Background: an optimization exercise with open tools, aiming at small area, a short achievable clock period and few clock cycles. Do not read the settings as production practice.
In this exercise RTL edits were held to simulation tests only and were not proved equivalent to the original.
Power is estimated from default activity; no workload was simulated.

== nickel ==
## CONV
module CONV(
  input             clk,
  input             reset,
  output reg        busy,
  input             ready,
  output reg [11:0] iaddr,
  input      [19:0] idata,
  output reg        cwr,
  output reg [11:0] caddr_wr,
  output reg [19:0] cdata_wr,
  output            crd,
  output reg [11:0] caddr_rd,
  input      [19:0] cdata_rd,
  output reg [2:0]  csel
);
==> flow/config.mk <==
export PLATFORM = sky130hd
export DESIGN_NAME = CONV
export DESIGN_NICKNAME = CONV
export VERILOG_FILES = /design/flow/design.v
export SDC_FILE = /design/flow/constraint.sdc
export NUM_CORES = 4
export LEC_CHECK = 0
export CAP_MARGIN = 20
export CORE_MARGIN = 2
export CORE_UTILIZATION = 40
export SLEW_MARGIN = 20
export SETUP_SLACK_MARGIN = 5.4
==> flow/constraint.sdc <==
create_clock -name core_clock -period 9.0 [get_ports {clk}]
set_input_delay 1.8000 -clock core_clock [delete_from_list [all_inputs] [get_ports {clk}]]
set_output_delay 1.8000 -clock core_clock [all_outputs]
set_load 0.01 [all_outputs]
standard.sh (not shown) runs the stock make flow with config.mk's settings and CLKGATE_MAP_FILE= SYNTH_SCRIPT=/design/flow/synth_recipe.tcl, a recipe that flattens the netlist after the stock synthesis.
==> flow/flow/run.sh <==
#!/bin/bash
set -e
cfg="${FLOW_CONFIG:-config.mk}"
if grep -q '^export SETUP_SLACK_MARGIN' "$cfg"; then
  sed -i 's/^export SETUP_SLACK_MARGIN.*/export SETUP_SLACK_MARGIN = 5.4/' "$cfg"
else
  echo 'export SETUP_SLACK_MARGIN = 5.4' >> "$cfg"
fi
grep -n SETUP_SLACK_MARGIN "$cfg" > run_config.log
bash standard.sh > standard.log 2>&1
nickel ran to completion and came out clean on the timing, DRC and antenna checks.
Testbench counts of nickel, summed over its fixed seeds: cycles 73,806.
--- input diff nickel..cedar ---
# nickel
export LEC_CHECK = 0
export CAP_MARGIN = 20
export CORE_MARGIN = 2
export CORE_UTILIZATION = 40
export SLEW_MARGIN = 20
export SETUP_SLACK_MARGIN = 5.4
create_clock -name core_clock -period 9.0 [get_ports {clk}]
# cedar
export LEC_CHECK = 0
export CAP_MARGIN = 20
export CORE_MARGIN = 2
export CORE_UTILIZATION = 40
export SETUP_SLACK_MARGIN = 5.0
export SLEW_MARGIN = 20
create_clock -name core_clock -period 9.0 [get_ports {clk}]
==> flow/run.sh (new file) <==
#!/bin/bash
# synth_recipe.tcl (not shown) runs the flow's synth.tcl, then flattens the netlist and writes it again
# the make line also repeats each setting of config.mk as NAME=value (left out here)
make -C /OpenROAD-flow-scripts/flow DESIGN_CONFIG=/design/flow/config.mk WORK_HOME=/design/flow/orfs CLKGATE_MAP_FILE= SYNTH_SCRIPT=/design/flow/synth_recipe.tcl finish
removed: flow/flow/run.sh
removed: flow/standard.sh
==> comparison <==
- Sort cedar and nickel by global-route usage asc -> top: cedar
- In the final design statistics, cedar uses fewer standard cells in total than nickel.
- Relative to nickel, layout overhead on the synthesized area decreased by 2.9 points in cedar.
- Number of resized instances in the post-cts repair step is lower on cedar
- Between nickel and cedar, the flow reports combinational power decreasing by a little under 10%.
- cedar does better than nickel on final routed wirelength across all metal layers.
- Path length in cells of the critical path (higher): nickel
- As of cedar, total chip power had fallen by a few percent compared to nickel.
- cedar ends up with a number of buffers inserted to repair setup after CTS that is 51% lower than in nickel.
- cedar packs its core more loosely than nickel.
- Power share of the combinational group: cedar < nickel

---

Setup of the reference run:
CONV again, from the RTL that the note above started with.
clock: 9.0 ns
lec_check: 0
cap_margin: 20
core_margin: 2
core_utilization: 40
cts_buf_list: sky130_fd_sc_hd__clkbuf_16
cts_cluster_diameter: 100
cts_cluster_size: 25
place_density: 0.75
slew_margin: 20
setup_slack_margin: 5.4
==> flow/flow/run.sh <==
#!/bin/bash
set -e
cfg="${FLOW_CONFIG:-config.mk}"
if grep -q '^export SETUP_SLACK_MARGIN' "$cfg"; then
  sed -i 's/^export SETUP_SLACK_MARGIN.*/export SETUP_SLACK_MARGIN = 5.4/' "$cfg"
else
  echo 'export SETUP_SLACK_MARGIN = 5.4' >> "$cfg"
fi
grep -n SETUP_SLACK_MARGIN "$cfg" > run_config.log
bash standard.sh > standard.log 2>&1
The reference run: full flow OK, the timing, DRC and antenna checks passed
Testbench counts of the reference run, summed over its fixed seeds: cycles 73,806.
Setup changes, the reference run to the trial run
- a deleted PLACE_DENSITY that had been 0.75
- a change of CORE_UTILIZATION from 40 to 55
Between the reference run and the trial run, the flow reports routed wire length on met2 increasing by a few percent.
[the trial run vs the reference run] power density normalized to cell area: higher in the trial run
Looking at the trial run and the reference run, the clock network latency to the later pin of the worst-skew pair is a wash.
The trial run against the reference run: count of non-filler cells in the finished layout moved down, design area now sits lower, largest net degree at the start of global routing fell about 21%, count of multi-input combinational gates was more or less identical, maximum frequency increased by 2.7% relative to the old numbers.
Compared the reference run against the trial run; part of the total power dissipated in combinational logic within noise.
Compared with the reference run, in the trial run number of vias after detailed routing now smaller; minimum clock period now smaller.

==> what the ideal ports hide <==
How much do the figures lean on ideal ports? The routed layouts below were timed once more, with nothing changed but the port constraints. Step 1 assumes that a clkbuf_16 drives the clock port and a buf_2 every other input. Step 2 moves the port delays by t, midway between the first and last clock arrival at a register: inputs arrive t later, outputs are due t later. That takes back most of the time a late clock gives input paths. a / b / c = ideal / step 1 / step 2; a / b = the first two.
run	shift t [ns]	slack for setup (ns)	worst setup path at the end
nickel	0.837	5.305 / 5.341 / 4.504	input to register
cedar	0.840	5.075 / 5.075 / 4.312	input to register
the reference run	0.778	5.117 / 5.117 / 4.652	input to register
the trial run	0.774	5.219 / 5.219 / 4.559	input to register
After both steps every run listed still meets setup and hold. For nickel, which loses most, drivers alone change the setup slack by +0.036 ns; drivers and shift together by -0.801 ns.
